Context: an optimization exercise on an open-source flow, tuned for small area and a short achievable clock period. The choices shown serve that exercise and are no tape-out recipe. Function was checked by simulation only, so behaviour that the tests miss may differ from the original. No activity file was given, so power comes from the tool's default toggle rates.

## v3
// adress_checker
module adress_checker(
    input clk,
    input rst,
    input [63:0] address,          
    input [63:0] size,             
    input valid,                   
    input [3:0] start,             
    input [3:0] complete,          
    output reg [1:0] dependency    
    );
reg [63:0] address_buffer [0:3];       
reg [63:0] end_plus1_buffer [0:3];     
reg [3:0] end_plus1_top;               
reg [3:0] busy;
reg [3:0] free;      
function lt64;
    input [63:0] x;
    input [63:0] y;
    reg [63:0] g, p;
    integer k, w;
    begin
        g = y & ~x;
        p = y | ~x;
        for (w = 32; w >= 1; w = w / 2)
            for (k = 0; k < w; k = k + 1) begin
                g[k] = g[2*k+1] | (p[2*k+1] & g[2*k]);
                p[k] = p[2*k+1] & p[2*k];
            end
        lt64 = g[0];
    end
endfunction
function [63:0] add64;
    input [63:0] x;
    input [63:0] y;
    reg [63:0] g, p;
    integer k, l, s;
    begin
        g = x & y;
        p = x ^ y;
        for (l = 0; l < 6; l = l + 1) begin
            s = 1 << l;
            for (k = 63; k >= 0; k = k - 1)
                if ((k & s) != 0) begin
                    g[k] = g[k] | (p[k] & g[(k & ~(2*s-1)) + s - 1]);
                    p[k] = p[k] & p[(k & ~(2*s-1)) + s - 1];
                end
        end
        add64 = (x ^ y) ^ {g[62:0], 1'b0};
    end
endfunction
wire [63:0] end_plus1 = add64(address, size);
wire end_plus1_is_top = ~|end_plus1;
reg [3:0] clash;
reg [3:0] take;
integer i;
always @(*) begin
    for (i = 0; i < 4; i = i + 1)
        clash[i] = busy[i]
                 & (end_plus1_top[i] | lt64(address, end_plus1_buffer[i]))
                 & (end_plus1_is_top | lt64(address_buffer[i], end_plus1));
    take[0] = ~busy[0];
    take[1] = busy[0] & ~busy[1];
    take[2] = busy[0] & busy[1] & ~busy[2];
    take[3] = busy[0] & busy[1] & busy[2] & ~busy[3];
end
always @(posedge clk) begin
    for (i = 0; i < 4; i = i + 1) begin
        address_buffer[i] <= (address_buffer[i] & {64{busy[i]}}) | (address & {64{free[i]}});
  ...
Settings: LEC_CHECK=0, ABC_AREA=1, CAP_MARGIN=20, CORE_MARGIN=2, CORE_UTILIZATION=60, CTS_CLUSTER_DIAMETER=100, CTS_CLUSTER_SIZE=25, SETUP_SLACK_MARGIN=3.4, SLEW_MARGIN=20, TNS_END_PERCENT=0, BUFFER_PORTS_ARGS=-buffer_cell sky130_fd_sc_hd__buf_2; clock period 7.5 ns.
standard.sh (not shown) runs the stock make flow with config.mk's settings and CLKGATE_MAP_FILE= SYNTH_SCRIPT=/design/flow/synth_recipe.tcl, a recipe that flattens the netlist after the stock synthesis.
==> flow/flow/run.sh <==
#!/bin/bash
# Standard ORFS layout (standard.sh) with two changes:
# - the half/full adder cells are don't-use, so Yosys leaves adder and
#   comparator logic to ABC instead of extracting ha/fa cells;
# - the port buffers that buffer_ports inserts are buf_2 cells.
set -e
cat >> config.mk <<'EOF'
export DONT_USE_CELLS += sky130_fd_sc_hd__ha_1 sky130_fd_sc_hd__ha_2 sky130_fd_sc_hd__ha_4 sky130_fd_sc_hd__fa_1 sky130_fd_sc_hd__fa_2 sky130_fd_sc_hd__fa_4 sky130_fd_sc_hd__fah_1 sky130_fd_sc_hd__fahcin_1 sky130_fd_sc_hd__fahcon_1
export BUFFER_PORTS_ARGS = -buffer_cell sky130_fd_sc_hd__buf_2
EOF
bash standard.sh > standard.log 2>&1
diff inputs: v3 => v20
-- flow/config.mk --
<<< v3, line 13
export CTS_CLUSTER_SIZE = 25
export SETUP_SLACK_MARGIN = 3.4
export SLEW_MARGIN = 20
export TNS_END_PERCENT = 0
export DONT_USE_CELLS += sky130_fd_sc_hd__ha_1 sky130_fd_sc_hd__ha_2 sky130_fd_sc_hd__ha_4 sky130_fd_sc_hd__fa_1 sky130_fd_sc_hd__fa_2 sky130_fd_sc_hd__fa_4 sky130_fd_sc_hd__fah_1 sky130_fd_sc_hd__fahcin_1 sky130_fd_sc_hd__fahcon_1
>>> v20, line 13
export CTS_CLUSTER_SIZE = 25
export SETUP_SLACK_MARGIN = 3.1
export SLEW_MARGIN = 20
export TNS_END_PERCENT = 10
export DONT_USE_CELLS += sky130_fd_sc_hd__ha_1 sky130_fd_sc_hd__ha_2 sky130_fd_sc_hd__ha_4 sky130_fd_sc_hd__fa_1 sky130_fd_sc_hd__fa_2 sky130_fd_sc_hd__fa_4 sky130_fd_sc_hd__fah_1 sky130_fd_sc_hd__fahcin_1 sky130_fd_sc_hd__fahcon_1
Total power of v20 is lower than that of v3.
Share of the cycle needed by the critical path after routing: v20 > v3
Compared with v3, in v20 wire length -about 4%, fraction of final layout cells with drive strength greater than 1 saw a decrease.
The run showing the greater final cell count is v3.
v3 → v20: proportion of power drawn by combinational gates has decreased, maximum frequency has decreased, HPWL after detailed placement has remained practically unchanged, total routing usage reported by global routing has decreased.
Here is what was changed in the inputs of v21 compared with v20.
==> flow/flow/run.sh <==
#!/bin/bash
# Standard ORFS layout (standard.sh) with two changes:
# - the half/full adder cells are don't-use, so Yosys leaves adder and
#   comparator logic to ABC instead of extracting ha/fa cells;
# - the port buffers that buffer_ports inserts are buf_4 cells.
set -e
cat >> config.mk <<'EOF'
export DONT_USE_CELLS += sky130_fd_sc_hd__ha_1 sky130_fd_sc_hd__ha_2 sky130_fd_sc_hd__ha_4 sky130_fd_sc_hd__fa_1 sky130_fd_sc_hd__fa_2 sky130_fd_sc_hd__fa_4 sky130_fd_sc_hd__fah_1 sky130_fd_sc_hd__fahcin_1 sky130_fd_sc_hd__fahcon_1
export BUFFER_PORTS_ARGS = -buffer_cell sky130_fd_sc_hd__buf_4
EOF
bash standard.sh > standard.log 2>&1
==> flow/config.mk <==
export PLATFORM = sky130hd
export DESIGN_NAME = adress_checker
export DESIGN_NICKNAME = adress_checker
export VERILOG_FILES = /design/flow/design.v
export SDC_FILE = /design/flow/constraint.sdc
export NUM_CORES = 4
export LEC_CHECK = 0
export ABC_AREA = 1
export CAP_MARGIN = 20
export CORE_MARGIN = 2
export CORE_UTILIZATION = 60
export CTS_CLUSTER_DIAMETER = 100
export CTS_CLUSTER_SIZE = 25
export SETUP_SLACK_MARGIN = 3.2
export SLEW_MARGIN = 20
export TNS_END_PERCENT = 10
export DONT_USE_CELLS += sky130_fd_sc_hd__ha_1 sky130_fd_sc_hd__ha_2 sky130_fd_sc_hd__ha_4 sky130_fd_sc_hd__fa_1 sky130_fd_sc_hd__fa_2 sky130_fd_sc_hd__fa_4 sky130_fd_sc_hd__fah_1 sky130_fd_sc_hd__fahcin_1 sky130_fd_sc_hd__fahcon_1
export BUFFER_PORTS_ARGS = -buffer_cell sky130_fd_sc_hd__buf_4
- v21 finished every step from synthesis to the final layout, and the layout passed the timing, design-rule and antenna checks.
- Lower net switching fraction of the power among v20 and v21: v21
- Clock latency at the later pin of the worst-skew pair delta (v21 -> v20): insignificant
- Against v20, final worst clock skew in v21 came out better.
- Total clock network power essentially unchanged between v21 and v20.
- v20 → v21: number of nets with antenna violations after detailed routing shows no meaningful change, layout clock buffer count now smaller, maximum vdd drop fell 0.000023 V.
- Final worst setup slack in v21 vs v20: down 0.025 ns
- Proportion of cell area occupied by registers up 0.95 points in v21 wrt v20
diff inputs: v21 => v9
==> flow/flow/run.sh <==
#!/bin/bash
# Standard ORFS layout (standard.sh) with two changes:
# - the half/full adder cells are don't-use, so Yosys leaves adder and
#   comparator logic to ABC instead of extracting ha/fa cells;
# - the port buffers that buffer_ports inserts are buf_2 cells.
set -e
cat >> config.mk <<'EOF'
export DONT_USE_CELLS += sky130_fd_sc_hd__ha_1 sky130_fd_sc_hd__ha_2 sky130_fd_sc_hd__ha_4 sky130_fd_sc_hd__fa_1 sky130_fd_sc_hd__fa_2 sky130_fd_sc_hd__fa_4 sky130_fd_sc_hd__fah_1 sky130_fd_sc_hd__fahcin_1 sky130_fd_sc_hd__fahcon_1
export BUFFER_PORTS_ARGS = -buffer_cell sky130_fd_sc_hd__buf_2
EOF
bash standard.sh > standard.log 2>&1
-- flow/config.mk --
<<< v21, line 17
export DONT_USE_CELLS += sky130_fd_sc_hd__ha_1 sky130_fd_sc_hd__ha_2 sky130_fd_sc_hd__ha_4 sky130_fd_sc_hd__fa_1 sky130_fd_sc_hd__fa_2 sky130_fd_sc_hd__fa_4 sky130_fd_sc_hd__fah_1 sky130_fd_sc_hd__fahcin_1 sky130_fd_sc_hd__fahcon_1
export BUFFER_PORTS_ARGS = -buffer_cell sky130_fd_sc_hd__buf_4
>>> v9, line 17
export DONT_USE_CELLS += sky130_fd_sc_hd__ha_1 sky130_fd_sc_hd__ha_2 sky130_fd_sc_hd__ha_4 sky130_fd_sc_hd__fa_1 sky130_fd_sc_hd__fa_2 sky130_fd_sc_hd__fa_4 sky130_fd_sc_hd__fah_1 sky130_fd_sc_hd__fahcin_1 sky130_fd_sc_hd__fahcon_1
export BUFFER_PORTS_ARGS = -buffer_cell sky130_fd_sc_hd__buf_2
Notes after the runs:
v9 ends up with a relative contribution of sequential cells to total power that is 0.3 points higher than in v21. Leakage power: v9 < v21. In v9, the met2 global-route usage came out 0.15 points below the value in v21. | final routed wirelength across all metal layers | v9 vs v21 | ≈ equal |.

* * *

north:
adress_checker, a different RTL version from the one above (not shown whole).
For scale: roughly 4800 cells after synthesis, ~520 flip-flops, ~140 I/O pins.
// adress_checker
module adress_checker(
    input clk,
    input rst,
    input [63:0] address,          
    input [63:0] size,             
    input valid,                   
    input [3:0] start,             
    input [3:0] complete,          
    output reg [1:0] dependency    
    );
reg [63:0] address_buffer [0:3];
reg [63:0] end_address_buffer [0:3];
reg [3:0] busy;
reg [3:0] free;      
function le64;
    input [63:0] x;
    input [63:0] y;
    reg [63:0] g, p;
    integer k, w;
    begin
        g = y & ~x;
        p = y | ~x;
        g[0] = p[0];                       
        for (w = 32; w >= 1; w = w / 2)
            for (k = 0; k < w; k = k + 1) begin
                g[k] = g[2*k+1] | (p[2*k+1] & g[2*k]);
                p[k] = p[2*k+1] & p[2*k];
            end
        le64 = g[0];
    end
endfunction
function [63:0] addm1;
    input [63:0] x;
    input [63:0] y;
    reg [63:0] u, v, g, p;
    integer k, l, s;
    begin
        u = ~(x ^ y);
        v = {(x[62:0] | y[62:0]), 1'b0};
        g = u & v;
        p = u ^ v;
        for (l = 0; l < 6; l = l + 1) begin
            s = 1 << l;
            for (k = 63; k >= 0; k = k - 1)
                if ((k & s) != 0) begin
                    g[k] = g[k] | (p[k] & g[(k & ~(2*s-1)) + s - 1]);
                    p[k] = p[k] & p[(k & ~(2*s-1)) + s - 1];
                end
        end
        addm1 = (u ^ v) ^ {g[62:0], 1'b0};
    end
endfunction
wire [63:0] end_address = addm1(address, size);
reg [3:0] clash;
reg [3:0] take;
integer i;
always @(*) begin
    for (i = 0; i < 4; i = i + 1)
        clash[i] = busy[i] & le64(address, end_address_buffer[i]) & le64(address_buffer[i], end_address);
    take[0] = ~busy[0];
    take[1] = busy[0] & ~busy[1];
    take[2] = busy[0] & busy[1] & ~busy[2];
    take[3] = busy[0] & busy[1] & busy[2] & ~busy[3];
end
always @(posedge clk) begin
    for (i = 0; i < 4; i = i + 1) begin
        address_buffer[i] <= (address_buffer[i] & {64{busy[i]}}) | (address & {64{free[i]}});
  ...
export LEC_CHECK = 0
export ABC_AREA = 1
export CAP_MARGIN = 20
export CORE_MARGIN = 2
export CORE_UTILIZATION = 60
export CTS_CLUSTER_DIAMETER = 100
export CTS_CLUSTER_SIZE = 25
export SETUP_SLACK_MARGIN = 3.4
export SLEW_MARGIN = 20
export TNS_END_PERCENT = 10
export BUFFER_PORTS_ARGS = -buffer_cell sky130_fd_sc_hd__buf_2
create_clock -name core_clock -period 7.5 [get_ports {clk}]
==> flow/flow/run.sh <==
#!/bin/bash
# Standard ORFS layout (standard.sh) with two changes:
# - the half/full adder cells are don't-use, so Yosys leaves adder and
#   comparator logic to ABC instead of extracting ha/fa cells;
# - the port buffers that buffer_ports inserts are buf_2 cells.
set -e
cat >> config.mk <<'EOF'
export DONT_USE_CELLS += sky130_fd_sc_hd__ha_1 sky130_fd_sc_hd__ha_2 sky130_fd_sc_hd__ha_4 sky130_fd_sc_hd__fa_1 sky130_fd_sc_hd__fa_2 sky130_fd_sc_hd__fa_4 sky130_fd_sc_hd__fah_1 sky130_fd_sc_hd__fahcin_1 sky130_fd_sc_hd__fahcon_1
export BUFFER_PORTS_ARGS = -buffer_cell sky130_fd_sc_hd__buf_2
EOF
bash standard.sh > standard.log 2>&1
The flow did not stop early for north: all stages ran, and the layout cleared the timing, design-rule and antenna checks.
The following lists how south was set up differently from north:
-- flow/config.mk --
<<< north, line 10
export CORE_MARGIN = 2
export CORE_UTILIZATION = 60
export CTS_CLUSTER_DIAMETER = 100
export CTS_CLUSTER_SIZE = 25
export SETUP_SLACK_MARGIN = 3.4
export SLEW_MARGIN = 20
>>> south, line 10
export CORE_MARGIN = 2
export CORE_UTILIZATION = 70
export CTS_CLUSTER_DIAMETER = 100
export CTS_CLUSTER_SIZE = 25
export GPL_TIMING_DRIVEN = 1
export SETUP_SLACK_MARGIN = 3.5
export SLEW_MARGIN = 20
==> comparison <==
south completed end to end with timing, DRC and antenna clean. The final reports for south and north show final cell count lower in the former. Compared with north, south shows number of detailed-routing iterations run before antenna repair higher by 3. south vs. north: worst setup slack went down 0.078 ns, signal arrival time at the worst endpoint saw an increase, final design instance area without fill higher, global-route track usage on met3 increased by 3.1 points relative to the old numbers. The layout multi-input combinational cell count of south and that of north are within noise of each other. From north to south the numbers moved as follows: number of filler instances in the final layout has decreased; combinational cell fraction of total power has increased; number of cells on the worst reg-to-reg path has increased.
Changes in east relative to south:
==> flow/run.sh (new file) <==
#!/bin/bash
# synth_recipe.tcl (not shown) runs the flow's synth.tcl, then flattens the netlist and writes it again
# the make line also repeats each setting of config.mk as NAME=value (left out here)
make -C /OpenROAD-flow-scripts/flow DESIGN_CONFIG=/design/flow/config.mk WORK_HOME=/design/flow/orfs CLKGATE_MAP_FILE= SYNTH_SCRIPT=/design/flow/synth_recipe.tcl finish
==> flow/config.mk <==
export PLATFORM = sky130hd
export DESIGN_NAME = adress_checker
export DESIGN_NICKNAME = adress_checker
export VERILOG_FILES = /design/flow/design.v
export SDC_FILE = /design/flow/constraint.sdc
export NUM_CORES = 4
export LEC_CHECK = 0
export ABC_AREA = 1
export CAP_MARGIN = 20
export CORE_MARGIN = 2
export CORE_UTILIZATION = 60
export CTS_CLUSTER_DIAMETER = 100
export CTS_CLUSTER_SIZE = 30
export SETUP_SLACK_MARGIN = 3.0
export SLEW_MARGIN = 20
export TNS_END_PERCENT = 10
removed: flow/flow/run.sh
removed: flow/standard.sh
### Flow results
- east ran to completion and came out clean on the timing, design-rule and antenna checks.
- [compare] base=south new=east: worst-case hold slack now smaller; routing usage on met3 now smaller.
- south -> east: synthesized area flat
- Comparing south with east, the footprint of the multi-input gates came out essentially unchanged.
- Going from south to east, flip-flop and latch power has increased, clock-buffer cell count fell about 16%.
- Re logic depth of the worst path, buffers included: south and east aren't equal, and the higher value belongs to south.
- Cell area on east is behind south.
The following lists how west was set up differently from east:
Settings: a change of CORE_UTILIZATION from 60 to 40; a deleted TNS_END_PERCENT that had been 10; a change of SETUP_SLACK_MARGIN from 3.0 to 0.1; a deleted CTS_CLUSTER_DIAMETER that had been 100; a deleted CTS_CLUSTER_SIZE that had been 30.
From east to west the numbers moved as follows: overall power consumption has increased; instance count of the mapped netlist has remained practically unchanged; wire length of the first global-routing pass has decreased; final design utilization has decreased. Cmp west and east / post-cts repair resize count / lower: west.

==> separate check: timing with driven ports <==
In the flow no input, the clock included, has a driving cell. The finished layouts below were timed again as built, in two steps. Step 1 (the two cells are an assumption about what drives the block):
set clk [get_ports {clk}]
set_driving_cell -lib_cell sky130_fd_sc_hd__clkbuf_16 $clk
set_driving_cell -lib_cell sky130_fd_sc_hd__buf_2 [delete_from_list [all_inputs] $clk]
Step 2 also shifts input and output timing later by t, the mid clock arrival at the registers, as if the neighbouring blocks saw the same clock. Three values: ideal, step 1, step 2; two values: the first two.
run	t, ns	setup slack, ns	pins driven straight from the clock port
v3	0.647	3.200 / 3.242 / 2.595	1
v20	0.656	3.151 / 3.183 / 2.527	1
v21	0.655	3.126 / 3.163 / 2.508	1
v9	0.655	3.110 / 3.148 / 2.492	1
north	0.648	3.189 / 3.214 / 2.566	1
south	0.638	3.110 / 3.145 / 2.507	1
east	0.641	2.780 / 2.755 / 2.114	1
west	0.688	1.400 / 1.442 / 0.754	1
After both steps setup and hold are still met in every run listed. For east, which loses most, drivers alone change the setup slack by -0.025 ns; drivers and shift together by -0.666 ns.
